Background: an optimization exercise with open tools, aiming at small area, a short achievable clock period and few clock cycles. Do not read the settings as production practice.
Only simulation tests tie the RTL to the original design; equivalence was not proved.

==> run a: inputs <==
// alu
module alu #(
    parameter INST_W = 4,
    parameter INT_W  = 6,
    parameter FRAC_W = 10,
    parameter DATA_W = INT_W + FRAC_W
)(
    input                      i_clk,
    input                      i_rst_n,
    input                      i_in_valid,
    output                     o_busy,
    input         [INST_W-1:0] i_inst,
    input  signed [DATA_W-1:0] i_data_a,
    input  signed [DATA_W-1:0] i_data_b,
    output                     o_out_valid,
    output        [DATA_W-1:0] o_data
);
Settings: LEC_CHECK=0, ABC_AREA=1, CAP_MARGIN=20, CORE_MARGIN=2, CORE_UTILIZATION=40, SLEW_MARGIN=20; clock period 27.0 ns.
standard.sh (not shown) runs the stock make flow with config.mk's settings and CLKGATE_MAP_FILE= SYNTH_SCRIPT=/design/flow/synth_recipe.tcl, a recipe that flattens the netlist after the stock synthesis.
==> flow/flow/run.sh <==
#!/bin/bash
# The standard layout, with faster port buffers and timing repair aimed
# at a shorter period than the design's (the SDC itself is unchanged).
set -euo pipefail
bash standard.sh \
  BUFFER_PORTS_ARGS="-buffer_cell sky130_fd_sc_hd__buf_4" \
  SETUP_SLACK_MARGIN=20.5 \
  finish > standard.log 2>&1
==> run b: changes against run a <==
--- a/flow/design.v
+++ b/flow/design.v
@@ -20,17 +20,14 @@
 reg        busy_r;       
 reg        busy_i;       
 always @(posedge i_clk) begin
     op0 <= i_inst;
     b0  <= i_data_b;
     if (!busy_i) a0 <= i_data_a;
 end
-reg [10:0] u0;
-always @(posedge i_clk)
-    u0 <= i_data_a[11] ? (~i_data_a[10:0] + 11'd1) : i_data_a[10:0];
 reg        s1_res;       
 reg        s1_mac;       
 reg        s1_sin;       
 reg        s1_neg;       
 reg  [2:0] row_cnt;      
 reg  [3:0] t_cnt;        
 reg        out_valid_r;
@@ -53,15 +50,15 @@
     end else begin
         v0          <= i_in_valid;
         s1_res      <= s0_res;
         s1_mac      <= mac0;
         if (s0_row) row_cnt <= row_cnt + 3'd1;
         if (last_in) t_cnt <= 4'd9;
         else if (t_cnt != 4'd0) t_cnt <= t_cnt + 4'd1;
-        busy_r      <= last_in || (busy_r && (t_cnt != 4'd13));
+        busy_r      <= last_in || (t_cnt[3] && (t_cnt[2:0] != 3'd0) && (t_cnt[2:0] < 3'd5));
         busy_i      <= last_in || (busy_i && (t_cnt != 4'd13));
         out_valid_r <= last_in || s1_res || t_cnt[3];
     end
 end
 always @(posedge i_clk) begin
     s1_sin <= (op0 == 4'b0011);
     s1_neg <= a0[11];
@@ -557,15 +554,15 @@
     else                                    acc_n = mac;
 end
 always @(posedge i_clk or negedge i_rst_n) begin
     if (!i_rst_n) acc <= 36'd0;
     else if (mac0) acc <= acc_n;
 end
 wire [11:0] sin_x = a0[11:0];
-wire [10:0] sin_u = u0;
+wire [10:0] sin_u = sin_x[11] ? (~sin_x[10:0] + 11'd1) : sin_x[10:0];
 wire [12:0] sin_rom;
 localparam [2047:0] SIN_T0 = 2048'h71c70e3c78f0e1e1e1f0f83e0f81f01f80ff00ff800fff800007fffffffffff80000fff800ff807f80f7871e38f1c71ce38c739c6739cc663319998cccccc9999b3266cd9366d936c926dbffe003ff007f807f80fc07e07e07c1f83e1f078471e38e71c71ce39c639ce718ce7398ce63399ccc66633333199999999b33332666ccd993266c99326c9b26c9b64db649b6d924924924924925b6d24b6d25b4b696d2d2d2d2d2d2d296b4a5ad294a5294a56b5a95ad4ad4ad5a952a54a952ad5aa55aad56ab55aa955aab556aa9556aaa5556aaa95554aaaad55556aaaaab55555552aaaaaaaaa55555555555555552aaaaaaaaaaaaaaaaaaaaaaaaaaaaaaaaaaaa;
 assign sin_rom[0] = SIN_T0[sin_u];
 localparam [2047:0] SIN_T1 = 2048'hfc0fe03f80fe01fe00ff801ff800fff8000ffff8000007fffffffffffffffffffff000000ffff8000f7f81fc0fe07e0fc0f83e0783e0f87c3e1e1f0f0f0f1e1e3c3870e1c78e1c70e38e3fffffc00007fff8000fff8007ff801ffc01ff8007e03f07e07e0fc1f83e0f81f0f83e0f07c3e1f0f8783c3c3e1e1e1e1e3c3c3c7870f1e1c3870e1c38f1c38f1c78e3871c71e38e38e38e38e39c71c738e39c738e71ce31ce31ce31ce738c631ce739ce7398c6319ce7318ce6319cc67319cce63399cce673399cce66333998cce6673339998ccce66673333199998cccccc666666633333333339999999999999999ccccccccccccccccccccccccccccccccccccc;
 assign sin_rom[1] = SIN_T1[sin_u];
 localparam [2047:0] SIN_T2 = 2048'h3ffe0007ffe0001ffff800007fffff800000007fffffffffffffffffffffffffffffffff3fffffff08001fff0007ff000ffc007fc00ff803fe01ff00ff01fe03fc07f01f80fe07f03f03ffffffffff80000000ffffff800001ffffe000078003ff8007ff001ffc00ffe00ffdff007fc01ff007fc03fc01fe01fe03fc03f807f01fe03f80fe03f01fc0fe07f03f81f81fc0fc0fc0fc0fc1f81f83f03e07c0f81f03e0fc1f03e0f83f07c1f07c1f07c1f07c1e0f83e0f07c1e0f87c1e0f07c3e1f0f87c3e1f0f87c3c1e0f0f8783c3e1e0f0f078783c3c1e1e1f0f0f0f87878783c3c3c3c3c1e1e1e1e1e1e1e1e0f0f0f0f0f0f0f0f0f0f0f0f0f0f0f0f0f0f0;
 assign sin_rom[2] = SIN_T2[sin_u];
==> flow/flow/run.sh (replaced) <==
#!/bin/bash
# The standard layout, with faster port buffers, timing repair aimed at
# a shorter period than the design's (the SDC itself is unchanged), and a
# clock tree built without dummy loads and with smaller leaf buffers.
set -euo pipefail
bash standard.sh \
  BUFFER_PORTS_ARGS="-buffer_cell sky130_fd_sc_hd__buf_2" \
  SETUP_SLACK_MARGIN=20.5 \
  CTS_ARGS="-sink_clustering_enable -repair_clock_nets -dont_use_dummy_load -sink_clustering_buffer sky130_fd_sc_hd__clkbuf_8" \
  finish > standard.log 2>&1
==> flow/config.mk (replaced) <==
export PLATFORM = sky130hd
export DESIGN_NAME = alu
export DESIGN_NICKNAME = alu
export VERILOG_FILES = /design/flow/design.v
export SDC_FILE = /design/flow/constraint.sdc
export NUM_CORES = 4
export LEC_CHECK = 0
export ABC_AREA = 1
export CAP_MARGIN = 20
export CORE_MARGIN = 2
export CORE_UTILIZATION = 60
export SLEW_MARGIN = 20
==> run notes <==
- The flow ran to the end and the layout has no timing, DRC or antenna violations.
- The synthesized netlist devotes 30.1% of its cell area to simple gates.
- In the synthesized netlist, the cells that appear most often are nand2_1 (1225), inv_1 (406), nand3_1 (343).
- The minimum period implied by the final worst setup slack is 6470 ps.
- Derived from the worst setup path, the maximum achievable clock frequency is 155 MHz.
- In the post-synthesis netlist, the biggest area contributors are nand2_1 (16%), edfxtp_1 (14%), fa_1 (8.6%).
(the above is from run b)
==> run notes <==
- Sorting the synthesized cells by area gives the leading types as nand2_1 (18%), edfxtp_1 (13%), fa_1 (8.3%).
- For this run, the top clock speed supported by timing is 154 MHz.
- The synthesized netlist devotes 32.0% of its cell area to simple gates.
- For the finished layout, the period the worst path requires is 6510 ps.
- The run finished with no timing, DRC or antenna violations.
(the above is from run a)
Testbench counts of run a, summed over its fixed seeds: cycles 3,420.
Testbench counts of run b, summed over its fixed seeds: cycles 3,420.

[separate check: timing with driven ports]
No port has a modelled driver above. Below, the same layouts with a new extraction and two added sets of constraints.
Step 1: set_driving_cell puts a clkbuf_16 on i_clk and a buf_2 on each other input, an assumption about the parent block.
Step 2, shift: input delay + t, output delay - t, t = (earliest + latest rising clock arrival at the registers) / 2. This alone moves slack from input paths to output paths.
Slacks: ideal ports / drivers / drivers and shift; pairs: ideal ports / drivers.
| run | shift t [ns] | slack for setup (ns) | hold WS [ns] | worst data-port slew with drivers (ns) | pins driven straight from the clock port |
|---|---|---|---|---|---|
| run a | 0.662 | 20.488 / 20.423 / 20.305 | 0.442 / 0.442 / 0.442 | 0.05 | 1 |
| run b | 0.561 | 20.531 / 20.479 / 20.356 | 0.414 / 0.414 / 0.414 | 0.09 | 1 |
After both steps setup and hold are still met in every run listed. For run a, which loses most, drivers alone change the setup slack by -0.065 ns; drivers and shift together by -0.183 ns.
